This design comes from an exercise in tuning for small area on the open sky130 flow, not from production work. Function was checked by simulation only, so behaviour that the tests miss may differ from the original.

==> trial 69: inputs <==
==> flow/design.v <==
`timescale 1ns / 1ps
module packet_decoder(
    input wire clk,
    input wire rst,
    input wire [31:0] packet4_byte,
    input wire data_valid,
    input wire last_valid,
    input wire [3:0] keep,
    output wire [31:0] payload,
    output wire payload_valid,
    output wire [47:0] dest_addr,  
    output wire [47:0] src_addr,  
    output wire [31:0] vlan_tag,  
    output wire [15:0] eth_type,  
    output wire payload_last_valid,
    output wire [3:0] payload_keep,
    output wire dest_addr_valid,
    output wire src_addr_valid,
    output wire vlan_tag_valid,
    output wire eth_type_valid
    );
    reg [8:0]  cnt;        
    reg        vlan_q;     
    reg        pv_q;       
    reg        plv_q;      
    reg        ovf_q;      
    reg        ovk_q;      
    reg [3:1]  pk_q;       
    reg [31:0] a_q;
    reg [31:0] b_q;
    reg [15:0] ph_q;
    reg [15:0] pl_q;
    wire hi0  = ~|cnt[8:3];
    wire c0   = hi0 & (cnt[2:0] == 3'd0);
    wire c1   = hi0 & (cnt[2:0] == 3'd1);
    wire c2   = hi0 & (cnt[2:0] == 3'd2);
    wire c3   = hi0 & (cnt[2:0] == 3'd3);
    wire c4   = hi0 & (cnt[2:0] == 3'd4);
    wire c5   = hi0 & (cnt[2:0] == 3'd5);
    wire dflt = ~hi0 | (cnt[2:0] == 3'd6) | (cnt[2:0] == 3'd7);    
    wire mtu  = cnt[8] & cnt[6] & cnt[5] & cnt[4] & cnt[3] & cnt[2];
    wire dv    = data_valid & ~ovf_q;             
    wire endw  = dv & dflt & (last_valid | mtu);  
    wire fin   = (endw & ~keep[2]) | ovf_q;       
    wire istag = (packet4_byte[31:16] == 16'h8100);
    wire a_lo_we = dv & (c0 | c2 | c3 | (c4 & vlan_q));
    wire a_hi_we = dv & ~c1;
    wire ph_we   = dv & ((c4 & ~vlan_q) | c5 | dflt);
    wire pl_in   = (c3 & ~istag) | (c4 & vlan_q);
    wire pl_we   = (dv & (pl_in | (c5 & ~vlan_q) | dflt)) | ovf_q;
    always @(posedge clk, negedge rst) begin
        if (!rst) begin
            cnt   <= 9'd0;
            pv_q  <= 1'b0;
            plv_q <= 1'b0;
            ovf_q <= 1'b0;
        end
        else begin
            if (fin)
                cnt <= 9'd0;
            else if (data_valid | ovf_q)
                cnt <= cnt + 9'd1;
            if (fin)
                pv_q <= 1'b0;
            else if (dv & ((c4 & ~vlan_q) | (c5 & vlan_q)))
                pv_q <= 1'b1;
            if (fin)
                plv_q <= 1'b1;
            else if (~data_valid & ~ovf_q & c0)
                plv_q <= 1'b0;
            ovf_q <= endw & keep[2];
        end
    end
    always @(posedge clk) begin
        ovk_q <= keep[3];
        if (fin)
            pk_q <= ovf_q ? {2'b00, ovk_q} : {keep[1], keep[0], 1'b1};
        if (dv & c3)
            vlan_q <= istag;
        if (a_lo_we)
            a_q[15:0] <= packet4_byte[15:0];
        if (a_hi_we)
            a_q[31:16] <= packet4_byte[31:16];
        if (dv & c1)
            b_q <= packet4_byte;
        if (ph_we)
            ph_q <= packet4_byte[15:0];
        if (pl_we)
            pl_q <= (dv & pl_in) ? packet4_byte[31:16] : a_q[31:16];
    end
    assign payload            = {ph_q, pl_q};
    assign payload_valid      = pv_q;
    assign payload_last_valid = plv_q;
    assign payload_keep       = {pk_q, 1'b1};
    assign dest_addr          = {b_q[15:0], a_q};
    assign src_addr           = {a_q, b_q[31:16]};
    assign vlan_tag           = a_q;
    assign eth_type           = a_q[15:0];
    assign dest_addr_valid = c2;
    assign src_addr_valid  = c3;
    assign vlan_tag_valid  = c4 & vlan_q;
    assign eth_type_valid  = c5;
endmodule
==> flow/run.sh <==
#!/bin/bash
# synth_recipe.tcl (not shown) runs the flow's synth.tcl, then flattens the netlist and writes it again
# the make line also repeats each setting of config.mk as NAME=value (left out here)
make -C /OpenROAD-flow-scripts/flow DESIGN_CONFIG=/design/flow/config.mk WORK_HOME=/design/flow/orfs CLKGATE_MAP_FILE= SYNTH_SCRIPT=/design/flow/synth_recipe.tcl finish
==> flow/config.mk <==
export PLATFORM = sky130hd
export DESIGN_NAME = packet_decoder
export DESIGN_NICKNAME = packet_decoder
export VERILOG_FILES = /design/flow/design.v
export SDC_FILE = /design/flow/constraint.sdc
export NUM_CORES = 4
export LEC_CHECK = 0
export CAP_MARGIN = 20
export CORE_MARGIN = 2
export CORE_UTILIZATION = 40
export SLEW_MARGIN = 20
==> flow/constraint.sdc <==
create_clock -name core_clock -period 5.0 [get_ports {clk}]
set_input_delay 1.0000 -clock core_clock [delete_from_list [all_inputs] [get_ports {clk}]]
set_output_delay 1.0000 -clock core_clock [all_outputs]
set_load 0.01 [all_outputs]
==> build 97: changes against trial 69 <==
Settings changed: CORE_UTILIZATION 40 to 65, CTS_BUF_LIST set to sky130_fd_sc_hd__clkbuf_4.
==> results.txt <==
Trial 69 finished with timing, DRC and antenna clean. Build 97 ended with an error in clock tree synthesis (4_1_cts).
Synthesized cell count is the same in trial 69 and build 97.
In synthesized area, trial 69 and build 97 do not differ.

## afterwards: timing with drivers on the ports
Ports are ideal in the flow. The routed layout listed here was re-timed in OpenROAD. Step 1 (the two cells are an assumption about what drives the block):
set clk [get_ports {clk}]
set_driving_cell -lib_cell sky130_fd_sc_hd__clkbuf_16 $clk
set_driving_cell -lib_cell sky130_fd_sc_hd__buf_2 [delete_from_list [all_inputs] $clk]
Step 2 times the ports against the registers' clock, not the clock port: input delays grow and output delays shrink by t, the midpoint of the rising clock arrivals with the driver on. Slacks: ideal ports / drivers / drivers and shift; pairs: ideal ports / drivers.
run: trial 69
t, ns: 0.440
setup slack, ns: 1.505 / 1.467 / 1.208
worst hold slack (ns): 0.489 / 0.489 / 0.489
worst slew at a driven data input, ns: 0.05
cell pins on the clock port's net: 1
After both steps trial 69 still meets setup and hold. For trial 69, drivers alone change the setup slack by -0.038 ns; drivers and shift together by -0.297 ns.
